What follows belongs to an exercise in optimizing a design on an open flow for small area, a short achievable clock period and few clock cycles; a production flow would make more cautious choices.
Only simulation tests tie the RTL to the original design; equivalence was not proved.
Power figures rest on the tool's default switching activity, not on a simulated workload.

==> module solix16_cpu, before the edit <==
module solix16_cpu(
    input         clk,           
    input         rst,           
    output [11:0] imem_addr,     
    input  [15:0] imem_data,     
    output [11:0] dmem_addr,     
    output [15:0] dmem_wdata,    
    output        dmem_we,       
    input  [15:0] dmem_rdata,    
    output        halted         
);
localparam OP_MOV = 4'b1000;
localparam OP_JMP = 4'b1001;
localparam OP_JZ  = 4'b1010;
localparam OP_JNZ = 4'b1011;
localparam OP_LD  = 4'b1100;
localparam OP_ST  = 4'b1101;
localparam OP_HLT = 4'b1111;
reg  [15:0] pc;              
reg  [3:0]  flags;           
reg         halt_r;
reg  [15:0] ex_a, ex_b;      
reg         ex_arith, ex_sub, ex_and, ex_or, ex_xor, ex_not, ex_shl, ex_shr, ex_ld;
reg         ex_wr;           
reg  [2:0]  ex_rd;
reg         ex_flagwr;       
reg         ex_st;
wire [15:0] alu_result;
wire        alu_zero, alu_negative, alu_carry, alu_overflow;
alu u_alu (
    .a        (ex_a),
    .b        (ex_b),
    .op_arith (ex_arith),
    .op_sub   (ex_sub),
    .op_and   (ex_and),
    .op_or    (ex_or),
    .op_xor   (ex_xor),
    .op_not   (ex_not),
    .op_shl   (ex_shl),
    .op_shr   (ex_shr),
    .result   (alu_result),
    .zero     (alu_zero),
    .negative (alu_negative),
    .carry    (alu_carry),
    .overflow (alu_overflow)
);
wire [15:0] ex_result = ({16{ex_ld}} & dmem_rdata) | alu_result;
wire [3:0]  flags_new = {alu_overflow, alu_carry, alu_negative, alu_zero};
wire [111:0] regs;
wire [7:1]   valid;
register_file u_regs (
    .clk     (clk),
    .rst     (rst),
    .wr_en   (ex_wr),
    .rd_addr (ex_rd),
    .rd_data (ex_result),
    .regs    (regs),
    .valid   (valid)
);
wire        z_now = ex_flagwr ? alu_zero : flags[0];
always @(posedge clk or posedge rst)
    if (rst)
        flags <= 4'b0;
    else if (ex_flagwr)
        flags <= flags_new;
assign dmem_addr  = ex_a[11:0];
assign dmem_wdata = ex_b;
assign dmem_we    = ex_st;
assign halted     = halt_r;
wire [15:0] instr  = imem_data;
wire [3:0]  opcode = instr[15:12];
wire [3:0]  rd     = instr[11:8];
wire [3:0]  rs     = instr[7:4];
wire [3:0]  rt     = instr[3:0];
wire [7:0]  imm8   = instr[7:0];
wire [11:0] target = instr[11:0];
wire is_alu = (opcode[3] == 1'b0);
wire is_sub = (opcode == 4'b0001);
wire is_mov = (opcode == OP_MOV);
wire is_ld  = (opcode == OP_LD);
wire is_st  = (opcode == OP_ST);
wire is_jmp = (opcode == OP_JMP);
wire is_jz  = (opcode == OP_JZ);
wire is_jnz = (opcode == OP_JNZ);
wire is_hlt = (opcode == OP_HLT);
wire stop = halt_r | is_hlt;
function [15:0] read_reg;
    input [3:0]   addr;
    input [111:0] regs_v;
    input [7:1]   valid_v;
    input [15:0]  pc_v;
    input [3:0]   flags_v;
    input         ex_wr_v;
    input [2:0]   ex_rd_v;
    input         ex_flagwr_v;
    reg   [15:0]  v;
    integer       k;
    begin
        v = 16'h0000;
        for (k = 1; k <= 7; k = k + 1)
            v = v | ({16{valid_v[k] && addr == k}} & regs_v[16*k-1 -: 16]);
        v = v | ({16{addr == 4'd8}} & 16'h0FFF)
              | ({16{addr == 4'd9}} & pc_v)
              | ({16{addr == 4'd10 && !ex_flagwr_v}} & {12'h000, flags_v});
        read_reg = v;
    end
endfunction
wire [15:0] rs_reg = read_reg(rs, regs, valid, pc, flags, ex_wr, ex_rd, ex_flagwr);
wire [15:0] rt_reg = read_reg(rt, regs, valid, pc, flags, ex_wr, ex_rd, ex_flagwr);
wire rs_fwd  = ex_wr && rs == {1'b0, ex_rd};
wire rt_fwd  = ex_wr && rt == {1'b0, ex_rd};
wire rs_fwdf = ex_flagwr && rs == 4'd10;
wire rt_fwdf = ex_flagwr && rt == 4'd10;
wire [15:0] rs_val = rs_fwd ? ex_result : rs_fwdf ? {12'h000, flags_new} : rs_reg;
wire [15:0] rt_val = rt_fwd ? ex_result : rt_fwdf ? {12'h000, flags_new} : rt_reg;
wire [15:0] pc_inc = pc + 16'd1;
wire [15:0] pc_z1 = (is_jmp | is_jz)  ? {4'h0, target} : pc_inc;
wire [15:0] pc_z0 = (is_jmp | is_jnz) ? {4'h0, target} : pc_inc;
always @(posedge clk or posedge rst)
    if (rst) begin
        pc     <= 16'h0000;
        halt_r <= 1'b0;
    end else begin
        pc     <= z_now ? pc_z1 : pc_z0;
        if (stop)
            halt_r <= 1'b1;
    end
always @(posedge clk or posedge rst)
    if (rst) begin
        ex_wr     <= 1'b0;
        ex_flagwr <= 1'b0;
        ex_st     <= 1'b0;
    end else begin
        ex_wr     <= ~stop & (is_alu | is_mov | is_ld) & (rd[3] == 1'b0) & (rd[2:0] != 3'd0);
        ex_flagwr <= ~stop & is_alu;
        ex_st     <= ~stop & is_st;
    end
always @(posedge clk) begin
    ex_rd    <= rd[2:0];
    ex_a     <= is_mov ? 16'h0000 : rs_val;
    ex_b     <= is_mov ? {8'h00, imm8} : is_sub ? ~rt_val : rt_val;
    ex_arith <= is_alu & (opcode[2:1] == 2'b00);
    ex_sub   <= is_sub;
    ex_and   <= is_alu & (opcode[2:0] == 3'b010);
    ex_or    <= (is_alu & (opcode[2:0] == 3'b011)) | is_mov;
    ex_xor   <= is_alu & (opcode[2:0] == 3'b100);
    ex_not   <= is_alu & (opcode[2:0] == 3'b101);
    ex_shl   <= is_alu & (opcode[2:0] == 3'b110);
    ex_shr   <= is_alu & (opcode[2:0] == 3'b111);
    ex_ld    <= is_ld;
end
assign imem_addr = pc[11:0];
endmodule
==> flow/config.mk <==
export PLATFORM = sky130hd
export DESIGN_NAME = solix16_cpu
export DESIGN_NICKNAME = solix16_cpu
export VERILOG_FILES = /design/flow/design.v
export SDC_FILE = /design/flow/constraint.sdc
export NUM_CORES = 4
export LEC_CHECK = 0
export ABC_AREA = 1
export CAP_MARGIN = 20
export CORE_MARGIN = 2
export CORE_UTILIZATION = 40
export SETUP_SLACK_MARGIN = 2.65
export SLEW_MARGIN = 20
==> flow/constraint.sdc <==
create_clock -name core_clock -period 5.3 [get_ports {clk}]
set_input_delay 1.0600 -clock core_clock [delete_from_list [all_inputs] [get_ports {clk}]]
set_output_delay 1.0600 -clock core_clock [all_outputs]
set_load 0.01 [all_outputs]
standard.sh (not shown) runs the stock make flow with config.mk's settings and CLKGATE_MAP_FILE= SYNTH_SCRIPT=/design/flow/synth_recipe.tcl, a recipe that flattens the netlist after the stock synthesis.
==> flow/flow/run.sh <==
#!/bin/bash
# Layout flow: the standard ORFS flow (standard.sh, synthesis unchanged),
# with two changes to the layout steps:
#  - the ports are buffered with sky130_fd_sc_hd__buf_1 (still one buffer on
#    every input and output port) instead of the default delay-buffer cell;
#  - timing repair may resize a cell to any equivalent cell, not only to one
#    of the same footprint.
# The full output of the flow goes to flow_make.log in this folder; ORFS
# keeps each step's own log under orfs/logs/.
set -euo pipefail
export BUFFER_PORTS_ARGS="-buffer_cell sky130_fd_sc_hd__buf_1"
bash standard.sh MATCH_CELL_FOOTPRINT=0 finish > flow_make.log 2>&1
Testbench counts at the start, summed over its fixed seeds: cycles 136,711.
Rerun with:
--- a/flow/design.v
+++ b/flow/design.v
@@ -151,5 +151,5 @@
     .overflow (alu_overflow)
 );
-wire [15:0] ex_result = ({16{ex_ld}} & dmem_rdata) | alu_result;
+wire [15:0] ex_result = ex_ld ? dmem_rdata : alu_result;
 wire [3:0]  flags_new = {alu_overflow, alu_carry, alu_negative, alu_zero};
 wire [111:0] regs;
Outcome:
- power goes up by 1.0%
- via count grows by 4.9%
- synthesized cell count went up by 9.8%
- clock power hardly moves
- cell area goes up by 4.3%
- die area goes up by 4.5%
- hold slack stays flat
- final cell count climbs by 7.9%
- first-iteration DRC count falls by 3.6%
- routed wire length increases by 5.6%
- setup slack is worse by 0.0037 ns
- clock-buffer cell count does not change
Testbench counts after the change, summed over its fixed seeds: cycles 136,711.

The RTL this note starts from:
==> flow/design.v <==
module alu(
    input  [15:0] a,
    input  [15:0] b,            
    input         op_arith,     
    input         op_sub,       
    input         op_and,
    input         op_or,        
    input         op_xor,
    input         op_not,
    input         op_shl,
    input         op_shr,
    output [15:0] result,
    output        zero,
    output        negative,
    output        carry,
    output        overflow
);
wire [15:0] p = a ^ b;
wire [15:0] g = a & b;
wire [15:0] G0 = {g[15:1], g[0] | (p[0] & op_sub)};
wire [15:0] P0 = {p[15:1], 1'b0};
wire [15:0] G1, P1, G2, P2, G3, P3, G4;
genvar i;
generate
    for (i = 0; i < 16; i = i + 1) begin : pfx
        if (i == 1) begin : s1c
            assign G1[i] = g[1] | (p[1] & g[0]) | (p[1] & p[0] & op_sub);
            assign P1[i] = 1'b0;
        end else if (i >= 2) begin : s1
            assign G1[i] = G0[i] | (P0[i] & G0[i-1]);
            assign P1[i] = P0[i] & P0[i-1];
        end else begin : n1
            assign G1[i] = G0[i];
            assign P1[i] = P0[i];
        end
        if (i >= 2) begin : s2
            assign G2[i] = G1[i] | (P1[i] & G1[i-2]);
            assign P2[i] = P1[i] & P1[i-2];
        end else begin : n2
            assign G2[i] = G1[i];
            assign P2[i] = P1[i];
        end
        if (i >= 4) begin : s3
            assign G3[i] = G2[i] | (P2[i] & G2[i-4]);
            assign P3[i] = P2[i] & P2[i-4];
        end else begin : n3
            assign G3[i] = G2[i];
            assign P3[i] = P2[i];
        end
        if (i >= 8) begin : s4
            assign G4[i] = G3[i] | (P3[i] & G3[i-8]);
        end else begin : n4
            assign G4[i] = G3[i];
        end
    end
endgenerate
wire [16:0] c   = {G4, op_sub};
wire [15:0] sum = p ^ c[15:0];
wire [15:0] r_logic = ({16{op_and}} & g)              |
                      ({16{op_or}}  & (a | b))        |
                      ({16{op_xor}} & p)              |
                      ({16{op_not}} & ~a)             |
                      ({16{op_shl}} & {a[14:0], 1'b0}) |
                      ({16{op_shr}} & {1'b0, a[15:1]});
assign result = ({16{op_arith}} & sum) | r_logic;
wire [15:0] cz      = {a[14:0] | b[14:0], op_sub};
wire        z_arith = ~|(p ^ cz);
wire        z_a_lo  = ~|a[14:1];
assign zero = (op_arith & z_arith)                      |
              (op_and   & ~|g)                          |
              (op_or    & z_a_lo & ~a[0] & ~a[15] & ~|b) |
              (op_xor   & ~|p)                          |
              (op_not   & (&a))                         |
              (op_shl   & z_a_lo & ~a[0])               |
              (op_shr   & z_a_lo & ~a[15]);
assign negative = result[15];
assign carry    = (op_arith & c[16]) | (op_shl & a[15]) | (op_shr & a[0]);
assign overflow = op_arith & (a[15] == b[15]) & (sum[15] != a[15]);
endmodule
module register_file(
    input          clk,
    input          rst,
    input          wr_en,
    input  [2:0]   rd_addr,      
    input  [15:0]  rd_data,
    output [111:0] regs,         
    output [7:1]   valid         
);
reg [15:0] r [1:7];
reg [7:1]  valid_r;
genvar k;
generate
    for (k = 1; k <= 7; k = k + 1) begin : g_reg
        always @(posedge clk or posedge rst)
            if (rst)
                valid_r[k] <= 1'b0;
            else if (wr_en && rd_addr == k)
                valid_r[k] <= 1'b1;
        always @(posedge clk)
            if (wr_en && rd_addr == k)
                r[k] <= rd_data;
        assign regs[16*k-1 -: 16] = r[k];
    end
endgenerate
assign valid = valid_r;
endmodule
module solix16_cpu(
    input         clk,           
    input         rst,           
    output [11:0] imem_addr,     
    input  [15:0] imem_data,     
    output [11:0] dmem_addr,     
    output [15:0] dmem_wdata,    
    output        dmem_we,       
    input  [15:0] dmem_rdata,    
    output        halted         
);
localparam OP_MOV = 4'b1000;
localparam OP_JMP = 4'b1001;
localparam OP_JZ  = 4'b1010;
localparam OP_JNZ = 4'b1011;
localparam OP_LD  = 4'b1100;
localparam OP_ST  = 4'b1101;
localparam OP_HLT = 4'b1111;
reg  [15:0] pc;              
reg  [3:0]  flags;           
reg         halt_r;
reg  [15:0] ex_a, ex_b;      
reg         ex_arith, ex_sub, ex_and, ex_or, ex_xor, ex_not, ex_shl, ex_shr, ex_ld;
reg         ex_wr;           
reg  [2:0]  ex_rd;
reg         ex_flagwr;       
reg         ex_st;
wire [15:0] alu_result;
wire        alu_zero, alu_negative, alu_carry, alu_overflow;
alu u_alu (
    .a        (ex_a),
    .b        (ex_b),
    .op_arith (ex_arith),
    .op_sub   (ex_sub),
    .op_and   (ex_and),
    .op_or    (ex_or),
    .op_xor   (ex_xor),
    .op_not   (ex_not),
    .op_shl   (ex_shl),
    .op_shr   (ex_shr),
    .result   (alu_result),
    .zero     (alu_zero),
    .negative (alu_negative),
    .carry    (alu_carry),
    .overflow (alu_overflow)
);
wire [15:0] ex_result = ex_ld ? dmem_rdata : alu_result;
wire [3:0]  flags_new = {alu_overflow, alu_carry, alu_negative, alu_zero};
wire [111:0] regs;
wire [7:1]   valid;
register_file u_regs (
    .clk     (clk),
    .rst     (rst),
    .wr_en   (ex_wr),
    .rd_addr (ex_rd),
    .rd_data (ex_result),
    .regs    (regs),
    .valid   (valid)
);
wire        z_now = ex_flagwr ? alu_zero : flags[0];
always @(posedge clk or posedge rst)
    if (rst)
        flags <= 4'b0;
    else if (ex_flagwr)
        flags <= flags_new;
assign dmem_addr  = ex_a[11:0];
assign dmem_wdata = ex_b;
assign dmem_we    = ex_st;
assign halted     = halt_r;
wire [15:0] instr  = imem_data;
wire [3:0]  opcode = instr[15:12];
wire [3:0]  rd     = instr[11:8];
wire [3:0]  rs     = instr[7:4];
wire [3:0]  rt     = instr[3:0];
wire [7:0]  imm8   = instr[7:0];
wire [11:0] target = instr[11:0];
wire is_alu = (opcode[3] == 1'b0);
wire is_sub = (opcode == 4'b0001);
wire is_mov = (opcode == OP_MOV);
wire is_ld  = (opcode == OP_LD);
wire is_st  = (opcode == OP_ST);
wire is_jmp = (opcode == OP_JMP);
wire is_jz  = (opcode == OP_JZ);
wire is_jnz = (opcode == OP_JNZ);
wire is_hlt = (opcode == OP_HLT);
wire stop = halt_r | is_hlt;
function [15:0] read_reg;
    input [3:0]   addr;
    input [111:0] regs_v;
    input [7:1]   valid_v;
    input [15:0]  pc_v;
    input [3:0]   flags_v;
    input         ex_wr_v;
    input [2:0]   ex_rd_v;
    input         ex_flagwr_v;
    reg   [15:0]  v;
    integer       k;
    begin
        v = 16'h0000;
        for (k = 1; k <= 7; k = k + 1)
            v = v | ({16{valid_v[k] && addr == k}} & regs_v[16*k-1 -: 16]);
        v = v | ({16{addr == 4'd8}} & 16'h0FFF)
              | ({16{addr == 4'd9}} & pc_v)
              | ({16{addr == 4'd10 && !ex_flagwr_v}} & {12'h000, flags_v});
        read_reg = v;
    end
endfunction
wire [15:0] rs_reg = read_reg(rs, regs, valid, pc, flags, ex_wr, ex_rd, ex_flagwr);
wire [15:0] rt_reg = read_reg(rt, regs, valid, pc, flags, ex_wr, ex_rd, ex_flagwr);
wire rs_fwd  = ex_wr && rs == {1'b0, ex_rd};
wire rt_fwd  = ex_wr && rt == {1'b0, ex_rd};
wire rs_fwdf = ex_flagwr && rs == 4'd10;
wire rt_fwdf = ex_flagwr && rt == 4'd10;
wire [15:0] rs_val = rs_fwd ? ex_result : rs_fwdf ? {12'h000, flags_new} : rs_reg;
wire [15:0] rt_val = rt_fwd ? ex_result : rt_fwdf ? {12'h000, flags_new} : rt_reg;
wire [15:0] pc_inc = pc + 16'd1;
wire [15:0] pc_z1 = (is_jmp | is_jz)  ? {4'h0, target} : pc_inc;
wire [15:0] pc_z0 = (is_jmp | is_jnz) ? {4'h0, target} : pc_inc;
always @(posedge clk or posedge rst)
    if (rst) begin
        pc     <= 16'h0000;
        halt_r <= 1'b0;
    end else begin
        pc     <= z_now ? pc_z1 : pc_z0;
        if (stop)
            halt_r <= 1'b1;
    end
always @(posedge clk or posedge rst)
    if (rst) begin
        ex_wr     <= 1'b0;
        ex_flagwr <= 1'b0;
        ex_st     <= 1'b0;
    end else begin
        ex_wr     <= ~stop & (is_alu | is_mov | is_ld) & (rd[3] == 1'b0) & (rd[2:0] != 3'd0);
        ex_flagwr <= ~stop & is_alu;
        ex_st     <= ~stop & is_st;
    end
always @(posedge clk) begin
    ex_rd    <= rd[2:0];
    ex_a     <= is_mov ? 16'h0000 : rs_val;
    ex_b     <= is_mov ? {8'h00, imm8} : is_sub ? ~rt_val : rt_val;
    ex_arith <= is_alu & (opcode[2:1] == 2'b00);
    ex_sub   <= is_sub;
    ex_and   <= is_alu & (opcode[2:0] == 3'b010);
    ex_or    <= (is_alu & (opcode[2:0] == 3'b011)) | is_mov;
    ex_xor   <= is_alu & (opcode[2:0] == 3'b100);
    ex_not   <= is_alu & (opcode[2:0] == 3'b101);
    ex_shl   <= is_alu & (opcode[2:0] == 3'b110);
    ex_shr   <= is_alu & (opcode[2:0] == 3'b111);
    ex_ld    <= is_ld;
end
assign imem_addr = pc[11:0];
endmodule
clock: 5.3 ns
lec_check: 0
cap_margin: 20
core_margin: 2
core_utilization: 40
setup_slack_margin: 2.45
slew_margin: 20
Scripts as last shown in full above: flow/flow/run.sh
Testbench counts at the start, summed over its fixed seeds: cycles 136,711.
Rerun with:
--- a/flow/design.v
+++ b/flow/design.v
@@ -149,9 +149,9 @@
     .negative (alu_negative),
     .carry    (alu_carry),
     .overflow (alu_overflow)
 );
-wire [15:0] ex_result = ex_ld ? dmem_rdata : alu_result;
+wire [15:0] ex_result = ({16{ex_ld}} & dmem_rdata) | alu_result;
 wire [3:0]  flags_new = {alu_overflow, alu_carry, alu_negative, alu_zero};
 wire [111:0] regs;
 wire [7:1]   valid;
 register_file u_regs (
After rerunning:
- The new run passed the timing, design-rule and antenna checks
- die area fell by 1.9%
- design area rose by 1.9%
- clock skew rose by 0.0039 ns
- via count rose by 2.9%
- worst setup slack degrades by 0.19 ns
- clock power fell by about 7%
- non-clock buffer count rose by 24
- maximum frequency fell by 6.2%
- final cell count fell by 0.74%
- count of clock-buffer cells in the layout rose by 3
- first-iteration DRC count rose by 18%
- power hardly moves
- global-route usage rose by 0.22 points
Testbench counts after the change, summed over its fixed seeds: cycles 136,711.

==> re-timing with driven ports <==
The flow's constraints put no driver on any port. The routed layouts listed below were extracted and timed again, unchanged, in two steps. Step 1 assumes that a clkbuf_16 drives the clock port and a buf_2 every other input. Step 2 times the ports against the registers' clock, not the clock port: input delays grow and output delays shrink by t, the midpoint of the rising clock arrivals with the driver on. Three values: no drivers, after step 1, after step 2; two values: the first two.
| run | shift t [ns] | setup WS [ns] | worst setup path after step 2 | clock arrival spread, ns | worst register clock-pin slew, ns |
|---|---|---|---|---|---|
| the first run of note 1 | 0.502 | 2.667 / 2.687 / 2.185 | input to register | 0.015 / 0.015 | 0.08 / 0.08 |
| the second run of note 1 | 0.485 | 2.663 / 2.689 / 2.203 | input to register | 0.011 / 0.011 | 0.08 / 0.08 |
| the first run of note 2 | 0.483 | 2.489 / 2.489 / 2.064 | input to register | 0.012 / 0.012 | 0.08 / 0.08 |
| the second run of note 2 | 0.485 | 2.304 / 2.304 / 1.973 | input to register | 0.016 / 0.016 | 0.08 / 0.08 |
After both steps setup and hold are still met in every run listed. For the first run of note 1, which loses most, drivers alone change the setup slack by +0.020 ns; drivers and shift together by -0.482 ns.
